Context: an optimization exercise on an open-source flow, tuned for small area. The choices shown serve that exercise and are no tape-out recipe.
The RTL was checked by simulation tests, not by an equivalence proof against the original design.
Power figures rest on the tool's default switching activity, not on a simulated workload.

Setup of tundra:
// rcp
module rcp
    #(parameter DATA_WIDTH = 64,
      parameter CTRL_WIDTH=DATA_WIDTH/8,
      parameter UDP_REG_SRC_WIDTH = 2)
   ( 
    output   [DATA_WIDTH-1:0]        out_data,
    output   [CTRL_WIDTH-1:0]        out_ctrl,
    output                              out_wr,
    input                               out_rdy,
    input  [DATA_WIDTH-1:0]            in_data,
    input  [CTRL_WIDTH-1:0]            in_ctrl,
    input                              in_wr,
    output                             in_rdy,
    input                              reg_req_in,
    input                              reg_ack_in,
    input                              reg_rd_wr_L_in,
    input  [23-1:0]   reg_addr_in,
    input  [32-1:0]  reg_data_in,
    input  [UDP_REG_SRC_WIDTH-1:0]     reg_src_in,
    output                             reg_req_out,
    output                             reg_ack_out,
    output                             reg_rd_wr_L_out,
    output  [23-1:0]  reg_addr_out,
    output  [32-1:0] reg_data_out,
    output  [UDP_REG_SRC_WIDTH-1:0]    reg_src_out,
    input                              clk,
    input                              reset);
Size: about 5,100 cells after synthesis, roughly 0.061 mm2 of cells after synthesis.
==> flow/config.mk <==
export PLATFORM = sky130hd
export DESIGN_NAME = rcp
export DESIGN_NICKNAME = rcp
export VERILOG_FILES = /design/flow/design.v
export SDC_FILE = /design/flow/constraint.sdc
export NUM_CORES = 4
export LEC_CHECK = 0
export CAP_MARGIN = 20
export CORE_MARGIN = 2
export CORE_UTILIZATION = 40
export CTS_BUF_LIST = sky130_fd_sc_hd__clkbuf_16
export CTS_CLUSTER_DIAMETER = 120
export CTS_CLUSTER_SIZE = 24
export SLEW_MARGIN = 20
==> flow/constraint.sdc <==
create_clock -name core_clock -period 8.0 [get_ports {clk}]
set_input_delay 1.6000 -clock core_clock [delete_from_list [all_inputs] [get_ports {clk}]]
set_output_delay 1.6000 -clock core_clock [all_outputs]
set_load 0.01 [all_outputs]
standard.sh (not shown) runs the stock make flow with config.mk's settings and CLKGATE_MAP_FILE= SYNTH_SCRIPT=/design/flow/synth_recipe.tcl, a recipe that flattens the netlist after the stock synthesis.
==> flow/flow/run.sh <==
#!/bin/bash
# The standard layout (bash standard.sh, unchanged synthesis and steps),
# with one change: buffer_ports uses the smallest buffer cell, buf_1, for the
# buffer on every input and output port. The make output goes to
# standard_make.log here; ORFS writes each step's log under orfs/logs/.
set -uo pipefail
bash standard.sh "BUFFER_PORTS_ARGS=-buffer_cell sky130_fd_sc_hd__buf_1" finish \
  > standard_make.log 2>&1
status=$?
tail -n 20 standard_make.log
exit $status
--- input diff tundra..yarrow ---
# tundra
export LEC_CHECK = 0
export CAP_MARGIN = 20
export CORE_MARGIN = 2
export CORE_UTILIZATION = 40
export CTS_BUF_LIST = sky130_fd_sc_hd__clkbuf_16
export CTS_CLUSTER_DIAMETER = 120
export CTS_CLUSTER_SIZE = 24
export SLEW_MARGIN = 20
create_clock -name core_clock -period 8.0 [get_ports {clk}]
# yarrow
export LEC_CHECK = 0
export CAP_MARGIN = 5
export CORE_MARGIN = 2
export CORE_UTILIZATION = 55
export CTS_BUF_LIST = sky130_fd_sc_hd__clkbuf_16
export CTS_CLUSTER_DIAMETER = 120
export CTS_CLUSTER_SIZE = 24
export SLEW_MARGIN = 5
create_clock -name core_clock -period 8.0 [get_ports {clk}]
==> flow/run.sh (new file) <==
#!/bin/bash
# synth_recipe.tcl (not shown) runs the flow's synth.tcl, then flattens the netlist and writes it again
# the make line also repeats each setting of config.mk as NAME=value (left out here)
make -C /OpenROAD-flow-scripts/flow DESIGN_CONFIG=/design/flow/config.mk WORK_HOME=/design/flow/orfs CLKGATE_MAP_FILE= SYNTH_SCRIPT=/design/flow/synth_recipe.tcl finish
removed: flow/flow/run.sh
removed: flow/standard.sh
## What came out
[compare] base=tundra new=yarrow: detailed-route wire length on metal 1 went down, largest fanout of any net on the critical path went up, routed via count divided by cell count went up, combinational share of power went up. Going from tundra to yarrow, floorplan die width shrank by 58 um; DRC violations left held steady. Compared with tundra, cell area in yarrow increased slightly. Per the comparison of yarrow with tundra, worst setup slack fell by 0.14 ns, share of the core filled with cells rose 17 points, global-route usage went up. yarrow vs tundra, critical path endpoint: rcp_acc.g_port[2].u_rtt.q[62] vs rcp_acc.g_port[2].u_len.q[62].
Input-level comparison between indigo and yarrow:
# yarrow
export LEC_CHECK = 0
export CAP_MARGIN = 5
export CORE_MARGIN = 2
export CORE_UTILIZATION = 55
export CTS_BUF_LIST = sky130_fd_sc_hd__clkbuf_16
export CTS_CLUSTER_DIAMETER = 120
export CTS_CLUSTER_SIZE = 24
export SLEW_MARGIN = 5
create_clock -name core_clock -period 8.0 [get_ports {clk}]
# indigo
export LEC_CHECK = 0
export CAP_MARGIN = 20
export CORE_MARGIN = 2
export CORE_UTILIZATION = 55
export CTS_BUF_LIST = sky130_fd_sc_hd__clkbuf_16
export CTS_CLUSTER_DIAMETER = 100
export CTS_CLUSTER_SIZE = 30
export SLEW_MARGIN = 20
create_clock -name core_clock -period 8.0 [get_ports {clk}]
==> flow/flow/run.sh (new file) <==
#!/bin/bash
# The standard layout (bash standard.sh, unchanged synthesis and steps),
# with one change: buffer_ports uses the smallest buffer cell, buf_1, for the
# buffer on every input and output port. The make output goes to
# standard_make.log here; ORFS writes each step's log under orfs/logs/.
set -uo pipefail
bash standard.sh "BUFFER_PORTS_ARGS=-buffer_cell sky130_fd_sc_hd__buf_1" finish \
  > standard_make.log 2>&1
status=$?
tail -n 20 standard_make.log
exit $status
==> flow/standard.sh (new file) <==
#!/bin/bash
# synth_recipe.tcl (not shown) runs the flow's synth.tcl, then flattens the netlist and writes it again
# the make line also repeats each setting of config.mk as NAME=value (left out here)
make -C /OpenROAD-flow-scripts/flow DESIGN_CONFIG=/design/flow/config.mk WORK_HOME=/design/flow/orfs CLKGATE_MAP_FILE= SYNTH_SCRIPT=/design/flow/synth_recipe.tcl "${@:-finish}"
removed: flow/run.sh
Notes after the runs:
- Changes observed in indigo relative to yarrow: internal reg-to-reg setup slack now larger, number of non-clock buffers in the layout now larger.
- indigo vs. yarrow: number of global-route vias before repair about even; sequential power did not really move.
- Wire length of the first global-routing pass: indigo vs yarrow, no meaningful difference
- Reported for indigo and yarrow, tap cell count turned out identical to the last digit.

[static timing again, ports no longer ideal]
Ports are ideal in the flow. The routed layouts listed here were re-timed in OpenROAD. Step 1 (the two cells are an assumption about what drives the block):
set clk [get_ports {clk}]
set_driving_cell -lib_cell sky130_fd_sc_hd__clkbuf_16 $clk
set_driving_cell -lib_cell sky130_fd_sc_hd__buf_2 [delete_from_list [all_inputs] $clk]
Step 2 times the ports against the registers' clock, not the clock port: input delays grow and output delays shrink by t, the midpoint of the rising clock arrivals with the driver on. a / b / c = ideal ports / drivers / drivers and shift; a / b = the first two.
run	shift t [ns]	slack for setup (ns)	latest minus earliest clock arrival (ns)	worst data-port slew with drivers (ns)	pins driven straight from the clock port
tundra	0.786	0.828 / 0.828 / 0.828	0.033 / 0.033	0.20	1
yarrow	0.755	0.693 / 0.693 / 0.693	0.059 / 0.060	0.18	1
indigo	0.794	0.777 / 0.777 / 0.777	0.048 / 0.049	0.18	1
After both steps setup and hold are still met in every run listed.
